What follows belongs to an exercise in optimizing a design on an open flow for small area; a production flow would make more cautious choices. Only simulation tests tie the RTL to the original design; equivalence was not proved. Power is estimated from default activity; no workload was simulated.

## lx32_system
module lx32_system (
  input  logic        clk,
  input  logic        rst,
  output logic [31:0] pc_out,
  input  logic [31:0] instr,
  output logic [31:0] mem_addr,
  output logic [31:0] mem_wdata,
  input  logic [31:0] mem_rdata,
  output logic        mem_we
);
  logic [6:0] op;
  logic [4:0] rd, ra1, ra2;
  logic [2:0] f3;
  assign op  = instr[6:0];
  assign rd  = instr[11:7];
  assign f3  = instr[14:12];
  assign ra1 = instr[19:15];
  assign ra2 = instr[24:20];
  logic is_lui, is_auipc, is_jal, is_jalr, is_br, is_ld, is_st, is_opi, is_op, alu_op;
  assign is_lui   = (op == 7'b0110111);
  assign is_auipc = (op == 7'b0010111);
  assign is_jal   = (op == 7'b1101111);
  assign is_jalr  = (op == 7'b1100111);
  assign is_br    = (op == 7'b1100011);
  assign is_ld    = (op == 7'b0000011);
  assign is_st    = (op == 7'b0100011);
  assign is_opi   = (op == 7'b0010011);
  assign is_op    = (op == 7'b0110011);
  assign alu_op   = is_op | is_opi;
  logic is_u, sgn;
  logic [31:0] imm_a;
  assign is_u  = is_lui | is_auipc;
  assign sgn   = instr[31];
  ...
clock: 13.0 ns
lec_check: 0
abc_clock_period_in_ps: 11500
cap_margin: 0
core_margin: 2
core_utilization: 50
cts_cluster_diameter: 100
cts_cluster_size: 20
place_density: 0.55
setup_slack_margin: 0.2
slew_margin: 0
synth_hierarchical: 1
standard.sh (not shown) runs the stock make flow with config.mk's settings and CLKGATE_MAP_FILE= SYNTH_SCRIPT=/design/flow/synth_recipe.tcl, a recipe that flattens the netlist after the stock synthesis.
==> flow/flow/run.sh <==
#!/bin/bash
# The standard layout (standard.sh: standard synthesis, then ORFS to
# finish), with one change: the port buffers are sky130_fd_sc_hd__buf_1
# instead of the flow's default pick. make's full output goes to
# standard_flow.log here; ORFS's own per-step logs are under orfs/logs/.
set -uo pipefail
export BUFFER_PORTS_ARGS="-buffer_cell sky130_fd_sc_hd__buf_1"
bash standard.sh > standard_flow.log 2>&1
The first run finished with timing, DRC and antenna clean.
Rerun with:
==> flow/run.sh (new file) <==
#!/bin/bash
# synth_recipe.tcl (not shown) runs the flow's synth.tcl, then flattens the netlist and writes it again
# the make line also repeats each setting of config.mk as NAME=value (left out here)
make -C /OpenROAD-flow-scripts/flow DESIGN_CONFIG=/design/flow/config.mk WORK_HOME=/design/flow/orfs CLKGATE_MAP_FILE= SYNTH_SCRIPT=/design/flow/synth_recipe.tcl finish
Settings changed: CTS_CLUSTER_DIAMETER 100 to 80, CTS_CLUSTER_SIZE 20 to 25.
removed: flow/flow/run.sh
removed: flow/standard.sh
Result: The new run completed with no timing, DRC or antenna violations; die area is unchanged; global-route usage increases by 0.89 points; utilization grows by 1.4 points; via count climbs by 1.9%; clock power hardly moves; total power went up by 0.98%; routed wire length rises by 2.4%; clock skew grows by 14 ps; combinational power increases by 11%; cell area went up by 2.6%.
Rerun with:
==> flow/flow/run.sh (new file) <==
#!/bin/bash
# The standard layout (standard.sh: standard synthesis, then ORFS to
# finish), with one change: the port buffers are sky130_fd_sc_hd__buf_1
# instead of the flow's default pick. make's full output goes to
# standard_flow.log here; ORFS's own per-step logs are under orfs/logs/.
set -uo pipefail
export BUFFER_PORTS_ARGS="-buffer_cell sky130_fd_sc_hd__buf_1"
bash standard.sh > standard_flow.log 2>&1
==> flow/standard.sh (new file) <==
#!/bin/bash
# synth_recipe.tcl (not shown) runs the flow's synth.tcl, then flattens the netlist and writes it again
# the make line also repeats each setting of config.mk as NAME=value (left out here)
make -C /OpenROAD-flow-scripts/flow DESIGN_CONFIG=/design/flow/config.mk WORK_HOME=/design/flow/orfs CLKGATE_MAP_FILE= SYNTH_SCRIPT=/design/flow/synth_recipe.tcl "${@:-finish}"
Settings changed: CTS_CLUSTER_SIZE 25 to 30.
removed: flow/run.sh
Outcome:
- The changed run produced a clean layout
- global-route usage decreases by 0.95 points
- sequential cell count does not change
- setup slack improved by 1200 ps
- cell area fell by about 2.6%
- final cell count decreases by about 0.6%
- routed wire length decreases by 2.2%
- hold slack gains 3.8 ps

==> separate check: timing with driven ports <==
The results above use ideal ports. As a check the final layouts listed here were re-extracted and re-timed, cells and wires unchanged. Step 1 (the two cells are an assumption about what drives the block):
set clk [get_ports {clk}]
set_driving_cell -lib_cell sky130_fd_sc_hd__clkbuf_16 $clk
set_driving_cell -lib_cell sky130_fd_sc_hd__buf_2 [delete_from_list [all_inputs] $clk]
Step 2 adds t to the input delays and takes it off the output delays; t is the mean of the earliest and latest rising clock arrival at the registers after step 1. Input paths then give back, and output paths get back, about the clock's delay inside the block. Three values: no drivers, after step 1, after step 2; two values: the first two.
run | shift t [ns] | setup WS [ns] | worst data-port slew with drivers (ns) | pins driven straight from the clock port
the first run | 0.780 | 1.336 / 1.309 / 1.309 | 0.16 | 1
the second run | 0.782 | 0.182 / 0.154 / 0.154 | 0.16 | 1
the third run | 0.771 | 1.344 / 1.317 / 1.317 | 0.17 | 1
After both steps setup and hold are still met in every run listed. The setup slack of the second run, which loses most, moves by -0.028 ns with the drivers and by -0.028 ns with both steps.
